Background: an optimization exercise with open tools, aiming at small area and a short achievable clock period. Do not read the settings as production practice. At most, simulation tests tie the RTL to the original design; equivalence was not proved. Power is estimated from default activity; no workload was simulated.

## run A
==> flow/design.v <==
module gca_dlnv(
    input [31:0]    coord0,
    input [31:0]    coord1,
    input           ld,
    input           step,
    input           CLK,
    output          FC,
    output [20:0]   ADDR
);
    wire [10:0] xs = coord0[10:0];
    wire [9:0]  ys = coord0[20:11];
    wire [10:0] x1 = coord1[10:0];
    wire [9:0]  y1 = coord1[20:11];
    reg  [10:0] x;
    reg  [9:0]  y;
    reg         sx, sy;      
    reg  [10:0] dx;          
    reg  [9:0]  dy;          
    reg  [11:0] q;           
    reg         xmaj_n;      
    reg  [11:0] h;           
    reg         eqx, eqy;    
    wire xmaj = q[11];
    wire [11:0] tx = {1'b0, xs} + {1'b0, ~x1} + {11'd0, sx};
    wire [10:0] ty = {1'b0, ys} + {1'b0, ~y1} + {10'd0, sy};
    wire [11:0] qn  = {2'b0, dy} - {1'b0, dx};
    wire [11:0] h0x = {2'b0, dy} + ~{2'b0, dx[10:1]} + {11'd0, ~dx[0]};
    wire [11:0] h0y = {3'b0, dy[9:1]} + ~{1'b0, dx} + {11'd0, dy[0]};
    wire [11:0] h0  = qn[11] ? h0x : h0y;
    wire gox = xmaj | h[11];         
    wire goy = xmaj_n | ~h[11];      
    wire both = gox & goy;
    wire [11:0] sa = xmaj ? {2'b0, dy} : ~{1'b0, dx};
    wire [11:0] hm = both ? q : sa;
    wire [11:0] hs = h + (hm & {12{step}}) + {11'd0, step & ~both & xmaj_n};
    wire mx = step & gox;
    wire my = step & goy;
    wire [10:0] wx = x ^ {11{sx}};
    wire [9:0]  wy = y ^ {10{sy}};
    wire [10:0] fx;
    wire [9:0]  fy;
    assign fx[0] = 1'b1;
    assign fy[0] = 1'b1;
    genvar i;
    generate
        for (i = 1; i < 11; i = i + 1) begin : gfx
            assign fx[i] = &wx[i-1:0];
        end
        for (i = 1; i < 10; i = i + 1) begin : gfy
            assign fy[i] = &wy[i-1:0];
        end
    endgenerate
    wire [10:0] ex = x ^ x1;
    wire [9:0]  ey = y ^ y1;
    wire eqx_hold = ~|ex;
    wire eqy_hold = ~|ey;
    wire eqx_step = ex == fx;
    wire eqy_step = ey == fy;
    assign ADDR = {y, x};
    assign FC = ~ld & (xmaj ? eqx : eqy);
    always @(posedge CLK) begin
        x <= ld ? xs : x ^ ({11{mx}} & fx);
        y <= ld ? ys : y ^ ({10{my}} & fy);
        eqx <= (mx & ~ld) ? eqx_step : eqx_hold;
        eqy <= (my & ~ld) ? eqy_step : eqy_hold;
        sx <= tx[11];
        sy <= ty[10];
        dx <= tx[10:0] ^ {11{~sx}};
        dy <= ty[9:0] ^ {10{~sy}};
        q <= qn;
        xmaj_n <= ~qn[11];
        h <= ld ? h0 : hs;
    end
endmodule
export LEC_CHECK = 0
export CAP_MARGIN = 20
export CORE_MARGIN = 2
export CORE_UTILIZATION = 40
export SETUP_SLACK_MARGIN = 2.3
export SLEW_MARGIN = 20
create_clock -name core_clock -period 5.0 [get_ports {CLK}]
standard.sh (not shown) runs the stock make flow with config.mk's settings and CLKGATE_MAP_FILE= SYNTH_SCRIPT=/design/flow/synth_recipe.tcl, a recipe that flattens the netlist after the stock synthesis.
==> flow/flow/run.sh <==
#!/bin/bash
# Own layout flow: the standard ORFS flow (standard.sh) with
#  - ORFS's full/half-adder extraction turned off, so ABC maps the adders
#  - a shorter ABC mapping script (structural choices, then delay mapping)
#  - plain buffers on the ports instead of the delay cells ORFS picks
#  - a clock tree with larger sink clusters and no dummy loads
set -euo pipefail
here=$(pwd)
rm -rf "$here/scripts_mod"
cp -r "$FLOW_HOME/scripts" "$here/scripts_mod"
cp "$here/flow/abc_speed.script" "$here/scripts_mod/abc_speed.script"
export SCRIPTS_DIR="$here/scripts_mod"
export ADDER_MAP_FILE=
export BUFFER_PORTS_ARGS="-buffer_cell sky130_fd_sc_hd__buf_1"
export CTS_ARGS="-sink_clustering_enable -repair_clock_nets -dont_use_dummy_load -sink_clustering_size 16 -root_buf sky130_fd_sc_hd__clkbuf_8 -buf_list {sky130_fd_sc_hd__clkbuf_4}"
bash standard.sh > standard.log 2>&1
==> flow/flow/abc_speed.script <==
&get -n
&st
&dch
&nf
&put
Here is what was changed in the inputs of run B compared with run A.
--- a/flow/design.v
+++ b/flow/design.v
@@ -59,12 +59,12 @@
     assign ADDR = {y, x};
     assign FC = ~ld & (xmaj ? eqx : eqy);
     always @(posedge CLK) begin
         x <= ld ? xs : x ^ ({11{mx}} & fx);
         y <= ld ? ys : y ^ ({10{my}} & fy);
-        eqx <= (mx & ~ld) ? eqx_step : eqx_hold;
-        eqy <= (my & ~ld) ? eqy_step : eqy_hold;
+        eqx <= (step & ~ld) ? eqx_step : eqx_hold;
+        eqy <= (step & ~ld) ? eqy_step : eqy_hold;
         sx <= tx[11];
         sy <= ty[10];
         dx <= tx[10:0] ^ {11{~sx}};
         dy <= ty[9:0] ^ {10{~sy}};
         q <= qn;
### Flow results
- Run B reached the final stage; the timing, design-rule and antenna checks on its layout passed.
- In run B the synthesis-to-layout area growth turned out 2.5 points higher than in run A.
- Compared with run A, run B shows a internal power of the cells that is 22 uW higher.
- Run B and run A ended up with nearly the same slack of the critical path.
- Compared with run A, in run B logic depth of the worst register-to-register path went down 1, post-synthesis cell count held, initial standard-cell utilization of the core held, die area went down 0.62%, share of the synthesized area in compound gates (AO/OA/AOI/OAI) held.
- Between run B and run A, the power share of the clock group does not differ in any meaningful way.
- Wire length in run B is 220 um higher than in run A
No functional check of the RTL was part of any run of this note.

---

RTL: the design.v shown in full above, as it stands there.
export LEC_CHECK = 0
export CAP_MARGIN = 20
export CORE_MARGIN = 2
export CORE_UTILIZATION = 40
export SETUP_SLACK_MARGIN = 2.2
export SLEW_MARGIN = 20
create_clock -name core_clock -period 5.0 [get_ports {CLK}]
Scripts as last shown in full above: flow/flow/run.sh, flow/flow/abc_speed.script
The first run passed the timing, design-rule and antenna checks.
Edit:
--- a/flow/design.v
+++ b/flow/design.v
@@ -28,14 +28,13 @@
     wire [11:0] h0y = {3'b0, dy[9:1]} + ~{1'b0, dx} + {11'd0, dy[0]};
     wire [11:0] h0  = qn[11] ? h0x : h0y;
     wire gox = xmaj | h[11];         
     wire goy = xmaj_n | ~h[11];      
     wire both = gox & goy;
     wire [11:0] sa = xmaj ? {2'b0, dy} : ~{1'b0, dx};
-    wire [11:0] hm = both ? q : sa;
-    wire [11:0] hs = h + (hm & {12{step}}) + {11'd0, step & ~both & xmaj_n};
+    wire [11:0] hs = h + (both ? q : sa) + {11'd0, ~both & xmaj_n};
     wire mx = step & gox;
     wire my = step & goy;
     wire [10:0] wx = x ^ {11{sx}};
     wire [9:0]  wy = y ^ {10{sy}};
     wire [10:0] fx;
     wire [9:0]  fy;
@@ -66,9 +65,13 @@
         sx <= tx[11];
         sy <= ty[10];
         dx <= tx[10:0] ^ {11{~sx}};
         dy <= ty[9:0] ^ {10{~sy}};
         q <= qn;
         xmaj_n <= ~qn[11];
-        h <= ld ? h0 : hs;
+        if (ld) begin
+            h <= h0;
+        end else if (step) begin
+            h <= hs;
+        end
     end
 endmodule
Utilization came out lower by 1.2 points.
Sequential power stays flat.
Count of clock-buffer cells in the layout does not change.
Worst hold slack degrades by 12 ps.
Combinational power rises by 15%.
Fmax went up by 0.86%.
First-iteration DRC count goes down by 8.0%.
Setup slack improves by 23 ps.
Non-clock buffer count drops by 9.
Only the layout flow was run in the first run of this note; the RTL was not checked for function there.

==> what the ideal ports hide <==
The flow's constraints put no driver on any port. The routed layouts listed below were extracted and timed again, unchanged, in two steps. Step 1, drivers: a clkbuf_16 drives CLK and a buf_2 each remaining input, both assumed. Step 2 times the ports against the registers' clock, not the clock port: input delays grow and output delays shrink by t, the midpoint of the rising clock arrivals with the driver on. a / b / c = ideal / step 1 / step 2; a / b = the first two.
run | t (ns) | slack for setup (ns) | hold WS [ns] | worst setup path at the end | clock arrival spread, ns
run A | 0.384 | 2.331 / 2.331 / 2.019 | 0.563 / 0.563 / 0.563 | input to register | 0.029 / 0.029
run B | 0.371 | 2.329 / 2.308 / 2.015 | 0.558 / 0.558 / 0.558 | input to register | 0.018 / 0.018
the first run of note 2 | 0.379 | 2.250 / 2.250 / 1.879 | 0.573 / 0.573 / 0.573 | input to register | 0.034 / 0.034
the second run of note 2 | 0.376 | 2.273 / 2.265 / 2.007 | 0.560 / 0.560 / 0.560 | input to register | 0.022 / 0.023
After both steps every run listed still meets setup and hold. For the first run of note 2, which loses most, drivers alone change the setup slack by 0.000 ns; drivers and shift together by -0.371 ns.
